Context: an optimization exercise on an open-source flow, tuned for small area and a short achievable clock period. The choices shown serve that exercise and are no tape-out recipe.
Function was checked by simulation only, so behaviour that the tests miss may differ from the original.
Power and IR drop assume default switching activity.

// topmodule
module topmodule (
	input clk, rst,
	output [31:0] PC_out, RD1, RD2,
	output wire [31:0] Inst,
	output REGWr,
	output [3:0] ALUCnt,
	output [31:0] ALUOutW, ReadDataW,
	input [31:0] InstrF,
	output [31:0] DataAdrM, WriteDataM,
	output MemWriteM,
	input [31:0] ReadDataM);
reg [31:0] pcF;                        
reg [31:0] instD;                      
reg [31:0] rd1E, rd2E, srcbE;          
reg [3:0]  alucE, condE, waE;          
reg [1:0]  flagwE;
reg        regwE, memwE, memtoregE, pcsE, blE;
reg [31:0] aluM, wdataM;               
reg [3:0]  waM;
reg        regwM, memwM, memtoregM, pcsM, blM;
reg [31:0] aluW, rdataW;               
reg        regwW, memtoregW, pcsW;
reg [3:0]  flagr;                      
reg        nzp, cvp;                   
reg        cM, vM;                     
reg [15:0] sel1, sel2;                 
reg [14:0] valid;                      
reg [4:0]  amtD;                       
reg [1:0]  shD;                        
reg        alusrcD;                    
wire [479:0] rf;                       
assign PC_out     = pcF;
assign Inst       = instD;
assign RD1        = rd1E;
assign RD2        = rd2E;
assign ALUCnt     = alucE;
assign DataAdrM   = aluM;
assign WriteDataM = wdataM;
assign MemWriteM  = memwM;
assign ALUOutW    = aluW;
assign ReadDataW  = rdataW;
assign REGWr      = regwW;
wire [31:0] pc4     = {pcF[31:2] + 30'd1, pcF[1:0]};
wire [31:0] resultW = memtoregW ? rdataW : aluW;
wire [31:0] pcnext  = pcsW ? resultW : pc4;
wire [31:0] instF = InstrF;
wire [14:0] wevec;
wire [14:0] vnext = valid | wevec;
wire        strF  = (instF[27:26] == 2'b01) & ~instF[20];
wire [3:0]  ra1F  = instF[19:16];
wire [3:0]  ra2F  = strF ? instF[15:12] : instF[3:0];
wire        bxF   = (instF[27:4] == 24'h12FFF1);
wire        dpF   = (instF[27:26] == 2'b00) & ~bxF;
wire [4:0]  shamtF = dpF ? instF[11:7] : 5'd0;
wire [1:0]  shF    = dpF ? instF[6:5]  : 2'd0;
always @(posedge clk) begin
  ...
Size: ~3,400 cells after synthesis, ~330 I/O pins, ~38,000 sq um of cells after synthesis.
==> flow/config.mk <==
export PLATFORM = sky130hd
export DESIGN_NAME = topmodule
export DESIGN_NICKNAME = topmodule
export VERILOG_FILES = /design/flow/design.v
export SDC_FILE = /design/flow/constraint.sdc
export NUM_CORES = 8
export LEC_CHECK = 0
export CAP_MARGIN = 25
export CORE_MARGIN = 2
export CORE_UTILIZATION = 50
export PLACE_DENSITY = 0.7
export SLEW_MARGIN = 25
==> flow/constraint.sdc <==
create_clock -name core_clock -period 10.0 [get_ports {clk}]
set_input_delay 2.0000 -clock core_clock [delete_from_list [all_inputs] [get_ports {clk}]]
set_output_delay 2.0000 -clock core_clock [all_outputs]
set_load 0.01 [all_outputs]
standard.sh (not shown) runs the stock make flow with config.mk's settings and CLKGATE_MAP_FILE= SYNTH_SCRIPT=/design/flow/synth_recipe.tcl, a recipe that flattens the netlist after the stock synthesis.
==> flow/flow/run.sh <==
#!/bin/bash
set -euo pipefail
cd "$(dirname "$0")/.."
bash standard.sh \
  "BUFFER_PORTS_ARGS=-buffer_cell sky130_fd_sc_hd__buf_1" \
  MATCH_CELL_FOOTPRINT=0 \
  SETUP_SLACK_MARGIN=6.85 \
  "CTS_ARGS=-sink_clustering_enable -repair_clock_nets -dont_use_dummy_load -sink_clustering_size 18 -sink_clustering_max_diameter 60 -buf_list sky130_fd_sc_hd__clkbuf_8" \
  finish > flow_make.log 2>&1
The baseline finished with timing, DRC and antenna clean.
==> next run, changes <==
--- a/flow/flow/run.sh
+++ b/flow/flow/run.sh
@@ -6,3 +6,3 @@
   MATCH_CELL_FOOTPRINT=0 \
-  SETUP_SLACK_MARGIN=6.85 \
+  SETUP_SLACK_MARGIN=6.62 \
   "CTS_ARGS=-sink_clustering_enable -repair_clock_nets -dont_use_dummy_load -sink_clustering_size 18 -sink_clustering_max_diameter 60 -buf_list sky130_fd_sc_hd__clkbuf_8" \
Settings changed: PLACE_DENSITY 0.7 to 0.65.
=> The changed run produced a clean layout; hold slack is worse by 0.014 ns; first-iteration DRC count rises by 3.1%; critical path depth does not change.
==> next run, changes <==
--- a/flow/flow/run.sh
+++ b/flow/flow/run.sh
@@ -6,3 +6,3 @@
   MATCH_CELL_FOOTPRINT=0 \
-  SETUP_SLACK_MARGIN=6.62 \
+  SETUP_SLACK_MARGIN=6.68 \
   "CTS_ARGS=-sink_clustering_enable -repair_clock_nets -dont_use_dummy_load -sink_clustering_size 18 -sink_clustering_max_diameter 60 -buf_list sky130_fd_sc_hd__clkbuf_8" \
Settings changed: PLACE_DENSITY 0.65 to 0.7.
Effect: The new run finished clean. Cell count goes up by about 0.8%. Combinational power goes down by about 1%. Via count goes up by 1.0%.
==> next run, changes <==
==> flow/flow/run.sh (replaced) <==
#!/bin/bash
set -euo pipefail
cd "$(dirname "$0")/.."
bash standard.sh \
  "BUFFER_PORTS_ARGS=-buffer_cell sky130_fd_sc_hd__buf_1" \
  MATCH_CELL_FOOTPRINT=0 \
  SETUP_SLACK_MARGIN=6.55 \
  "CTS_ARGS=-sink_clustering_enable -repair_clock_nets -dont_use_dummy_load -sink_clustering_size 18 -sink_clustering_max_diameter 60 -buf_list sky130_fd_sc_hd__clkbuf_8 -root_buf sky130_fd_sc_hd__clkbuf_16" \
  finish > flow_make.log 2>&1
=> The new run completed with no timing, DRC or antenna violations. Total power fell by 0.52%. Clock skew fell by 0.016 ns. Final area shrinks by 2.4%. Area after synthesis does not change. Wire length shrinks by 1.9%. Maximum frequency went down by 2.4%.
==> next run, changes <==
==> flow/flow/run.sh (replaced) <==
#!/bin/bash
set -euo pipefail
cd "$(dirname "$0")/.."
bash standard.sh \
  "BUFFER_PORTS_ARGS=-buffer_cell sky130_fd_sc_hd__buf_1" \
  MATCH_CELL_FOOTPRINT=0 \
  SETUP_SLACK_MARGIN=6.55 \
  "CTS_ARGS=-sink_clustering_enable -repair_clock_nets -dont_use_dummy_load -sink_clustering_size 15 -sink_clustering_max_diameter 50 -buf_list sky130_fd_sc_hd__clkbuf_8" \
  finish > flow_make.log 2>&1
- routed wire length increases by 0.54%
- clock skew increases by 0.0092 ns
- clock power increases by about 12%
- final area increases by about 0.9%
- combinational power increases by about 0.9%
- final cell count increases by about 0.7%
- setup slack degrades by 0.029 ns
- non-clock buffer count increases by 5
==> next run, changes <==
--- a/flow/flow/run.sh
+++ b/flow/flow/run.sh
@@ -6,3 +6,3 @@
   MATCH_CELL_FOOTPRINT=0 \
-  SETUP_SLACK_MARGIN=6.55 \
+  SETUP_SLACK_MARGIN=6.62 \
   "CTS_ARGS=-sink_clustering_enable -repair_clock_nets -dont_use_dummy_load -sink_clustering_size 15 -sink_clustering_max_diameter 50 -buf_list sky130_fd_sc_hd__clkbuf_8" \
Settings changed: GPL_ROUTABILITY_DRIVEN from default to 0.
The changed run finished with timing, DRC and antenna clean.
Synthesized area stays the same.
Hold slack got worse by 0.012 ns.
Cell area goes up slightly.
Cell count is about the same.
Sequential share of layout area barely changes.

[re-timing with driven ports]
Ports are ideal in the flow. The routed layouts listed here were re-timed in OpenROAD. Step 1 (the two cells are an assumption about what drives the block):
set clk [get_ports {clk}]
set_driving_cell -lib_cell sky130_fd_sc_hd__clkbuf_16 $clk
set_driving_cell -lib_cell sky130_fd_sc_hd__buf_2 [delete_from_list [all_inputs] $clk]
Step 2 adds t to the input delays and takes it off the output delays; t is the mean of the earliest and latest rising clock arrival at the registers after step 1. Input paths then give back, and output paths get back, about the clock's delay inside the block. Slacks: ideal / step 1 / step 2; pairs: ideal / step 1.
run | t, ns | setup slack, ns | worst setup path at the end | latest minus earliest clock arrival (ns) | slew at the worst register clock pin (ns)
the first run | 0.820 | 6.567 / 6.567 / 6.089 | input to register | 0.137 / 0.137 | 0.12 / 0.12
the second run | 0.737 | 6.549 / 6.541 / 6.019 | input to register | 0.109 / 0.110 | 0.11 / 0.11
the third run | 0.731 | 6.596 / 6.620 / 5.907 | input to register | 0.123 / 0.122 | 0.12 / 0.12
the fourth run | 0.683 | 6.512 / 6.460 / 5.994 | input to register | 0.107 / 0.106 | 0.12 / 0.12
the fifth run | 0.781 | 6.483 / 6.470 / 6.030 | input to register | 0.116 / 0.115 | 0.10 / 0.10
the sixth run | 0.766 | 6.418 / 6.418 / 6.133 | input to register | 0.079 / 0.079 | 0.10 / 0.10
After both steps every run listed still meets setup and hold. For the third run, which loses most, drivers alone change the setup slack by +0.024 ns; drivers and shift together by -0.689 ns.
